This design comes from an exercise in tuning for small area and a short achievable clock period on the open sky130 flow, not from production work.
The RTL was checked by simulation tests, not by an equivalence proof against the original design.
Power and IR drop assume default switching activity.

run 3:
// circuit
module circuit (
  output [47:0] p,
  input  [17:0] a, b, d,
  input  [47:0] c,
  input  clk, rstn);
export LEC_CHECK = 0
export CAP_MARGIN = 20
export CORE_MARGIN = 2
export CORE_UTILIZATION = 65
export CTS_CLUSTER_DIAMETER = 80
export CTS_CLUSTER_SIZE = 25
export SETUP_SLACK_MARGIN = 4.6
export SLEW_MARGIN = 20
export SYNTH_HIERARCHICAL = 1
create_clock -name core_clock -period 7.0 [get_ports {clk}]
standard.sh (not shown) runs the stock make flow with config.mk's settings and CLKGATE_MAP_FILE= SYNTH_SCRIPT=/design/flow/synth_recipe.tcl, a recipe that flattens the netlist after the stock synthesis.
==> flow/flow/run.sh <==
#!/bin/bash
# Standard layout, with the port buffers made of buf_2 cells instead of the default delay buffer.
set -euo pipefail
export BUFFER_PORTS_ARGS="-buffer_cell sky130_fd_sc_hd__buf_2"
bash standard.sh > standard.log 2>&1
Run 3 finished every step from synthesis to the final layout, and the layout passed the timing, DRC and antenna checks.
### run 3 -> run 1
Settings: putting GPL_TIMING_DRIVEN at 0 where nothing was set.
Results
Summary of run 1 over run 3: design area +1300 µm², proportion of cell area occupied by registers went down 2.9 points.
Run 1: full flow OK, the timing, DRC and antenna checks passed
Run 3 finished every step from synthesis to the final layout, and the layout passed the timing, DRC and antenna checks.
Lower routing usage on met1 was reported by run 3, not run 1.

* * *

## v6
Another version of the RTL of circuit (not shown whole).
Size: roughly 1600 cells after synthesis.
clock: 7.0 ns
lec_check: 0
cap_margin: 20
core_margin: 2
core_utilization: 65
cts_cluster_diameter: 80
cts_cluster_size: 25
setup_slack_margin: 4.6
slew_margin: 20
synth_hierarchical: 1
Scripts as last shown in full above: flow/flow/run.sh
--- input diff v6..v7 ---
Settings: swapping 80 for 50 in CTS_CLUSTER_DIAMETER; swapping 25 for 20 in CTS_CLUSTER_SIZE.
Results
In the route summary, v7 ends up with a via count exceeding that of v6.
Path depth of the worst reg2reg path: v7 and v6 compared, lower one is v7
v7 ends up with a clock network power share that is 7.5 points higher than in v6.
From v6 to v7 the numbers moved as follows: clock tree skew after final layout level, count of non-filler cells in the finished layout moved up.

* * *

Setup of build 56:
Another version of the RTL of circuit (not shown whole).
Size in the first run: ~1800 cells after synthesis, ~340 flip-flops, ~150 I/O pins, ~19000 um^2 of cells after synthesis.
Settings: LEC_CHECK=0, CAP_MARGIN=20, CORE_MARGIN=2, CORE_UTILIZATION=40, SLEW_MARGIN=20, SYNTH_HIERARCHICAL=1; clock period 7.0 ns.
run.sh (not shown) runs the stock make flow with config.mk's settings and CLKGATE_MAP_FILE= SYNTH_SCRIPT=/design/flow/synth_recipe.tcl, a recipe that flattens the netlist after the stock synthesis.
Stock flow here: none of the scripts above is used.
Build 56 did not stop at any stage, and its layout met the timing, DRC and antenna checks.
Here is what was changed in the inputs of build 17 compared with build 56.
- SETUP_SLACK_MARGIN newly set to 4.0
==> flow/flow/run.sh (new file) <==
#!/bin/bash
# Standard layout, with the port buffers made of buf_2 cells instead of the default delay buffer.
set -euo pipefail
export BUFFER_PORTS_ARGS="-buffer_cell sky130_fd_sc_hd__buf_2"
bash standard.sh > standard.log 2>&1
==> flow/standard.sh (new file) <==
#!/bin/bash
# synth_recipe.tcl (not shown) runs the flow's synth.tcl, then flattens the netlist and writes it again
# the make line also repeats each setting of config.mk as NAME=value (left out here)
make -C /OpenROAD-flow-scripts/flow DESIGN_CONFIG=/design/flow/config.mk WORK_HOME=/design/flow/orfs CLKGATE_MAP_FILE= SYNTH_SCRIPT=/design/flow/synth_recipe.tcl "${@:-finish}"
removed: flow/run.sh
Notes after the runs:
Changes observed in build 17 relative to build 56: worst hold path depth neither gained nor lost much; clock-buffer cell count now sits higher; proportion of cell area occupied by registers grew by 1.2 points. Count of vias placed by the detailed router, build 17 and build 56, lower one = build 56. Between build 56 and build 17, the overall global routing resource usage does not differ in any meaningful way. Looking at post-synthesis to final-layout area growth across build 17 and build 56, the one that comes out higher is build 56.
Here is what was changed in the inputs of build 21 compared with build 17.
- SETUP_SLACK_MARGIN: 4.0 -> 4.4
==> flow/run.sh (new file) <==
#!/bin/bash
# synth_recipe.tcl (not shown) runs the flow's synth.tcl, then flattens the netlist and writes it again
# the make line also repeats each setting of config.mk as NAME=value (left out here)
make -C /OpenROAD-flow-scripts/flow DESIGN_CONFIG=/design/flow/config.mk WORK_HOME=/design/flow/orfs CLKGATE_MAP_FILE= SYNTH_SCRIPT=/design/flow/synth_recipe.tcl finish
removed: flow/flow/run.sh
removed: flow/standard.sh
Results
The net switching component of the power of build 21 exceeds that of build 17 by about 10%. Build 17 was routed with fewer vias than build 21. Total placed cells including tap cells across build 17 and build 21: no real change. Power consumption was higher in the run labelled build 21. The first-pass GRT wire length in build 17 is 0.933 times that in build 21. Summary of build 21 over build 17: met2 track utilization from global routing went up 3.3 points, routed wire length per instance has increased.
### build 21 -> build 26
- SETUP_SLACK_MARGIN changed from 4.4 to 4.0
--- outcome ---
- Per the comparison of build 26 with build 21, final-layout worst hold slack -3.9 ps, total global-route track usage fell 1.4 points, final area shrank by 2100 um^2, critical-path maximum fanout shows an increase of 14, worst voltage drop across the vdd grid -about 18%.
- The buffer share of cell area in build 26 sits 5.7 points below the value recorded for build 21.
- The maximum buffer depth of the clock tree on build 26 is in line with that on build 21.
- Summary of build 26 over build 21: worst hold path depth shows no meaningful change, post-synthesis compound-gate area fraction shows no meaningful change, total number of cells along the worst setup path shows a reduction of 3.

[afterwards: timing with drivers on the ports]
In the flow no input, the clock included, has a driving cell. The finished layouts below were timed again as built, in two steps.
Step 1, drivers: a clkbuf_16 drives clk and a buf_2 each remaining input, both assumed.
Step 2, shift: input delay + t, output delay - t, t = (earliest + latest rising clock arrival at the registers) / 2. This alone moves slack from input paths to output paths.
Slacks: ideal ports / drivers / drivers and shift; pairs: ideal ports / drivers.
run | t, ns | setup WS [ns] | clock arrival spread, ns | slew at the worst register clock pin (ns)
run 3 | 0.572 | 4.633 / 4.578 / 4.252 | 0.029 / 0.028 | 0.10 / 0.10
run 1 | 0.569 | 4.593 / 4.580 / 4.264 | 0.020 / 0.020 | 0.10 / 0.10
v6 | 0.565 | 4.637 / 4.584 / 4.168 | 0.017 / 0.017 | 0.10 / 0.10
v7 | 0.569 | 4.625 / 4.574 / 4.227 | 0.016 / 0.016 | 0.07 / 0.07
build 56 | 0.595 | 3.528 / 3.528 / 3.171 | 0.025 / 0.025 | 0.06 / 0.06
build 17 | 0.607 | 4.053 / 4.053 / 3.618 | 0.024 / 0.024 | 0.06 / 0.06
build 21 | 0.594 | 4.170 / 4.170 / 3.907 | 0.015 / 0.014 | 0.06 / 0.06
build 26 | 0.602 | 4.079 / 4.079 / 3.662 | 0.016 / 0.016 | 0.06 / 0.06
After both steps every run listed still meets setup and hold. For v6, which loses most, drivers alone change the setup slack by -0.053 ns; drivers and shift together by -0.469 ns.
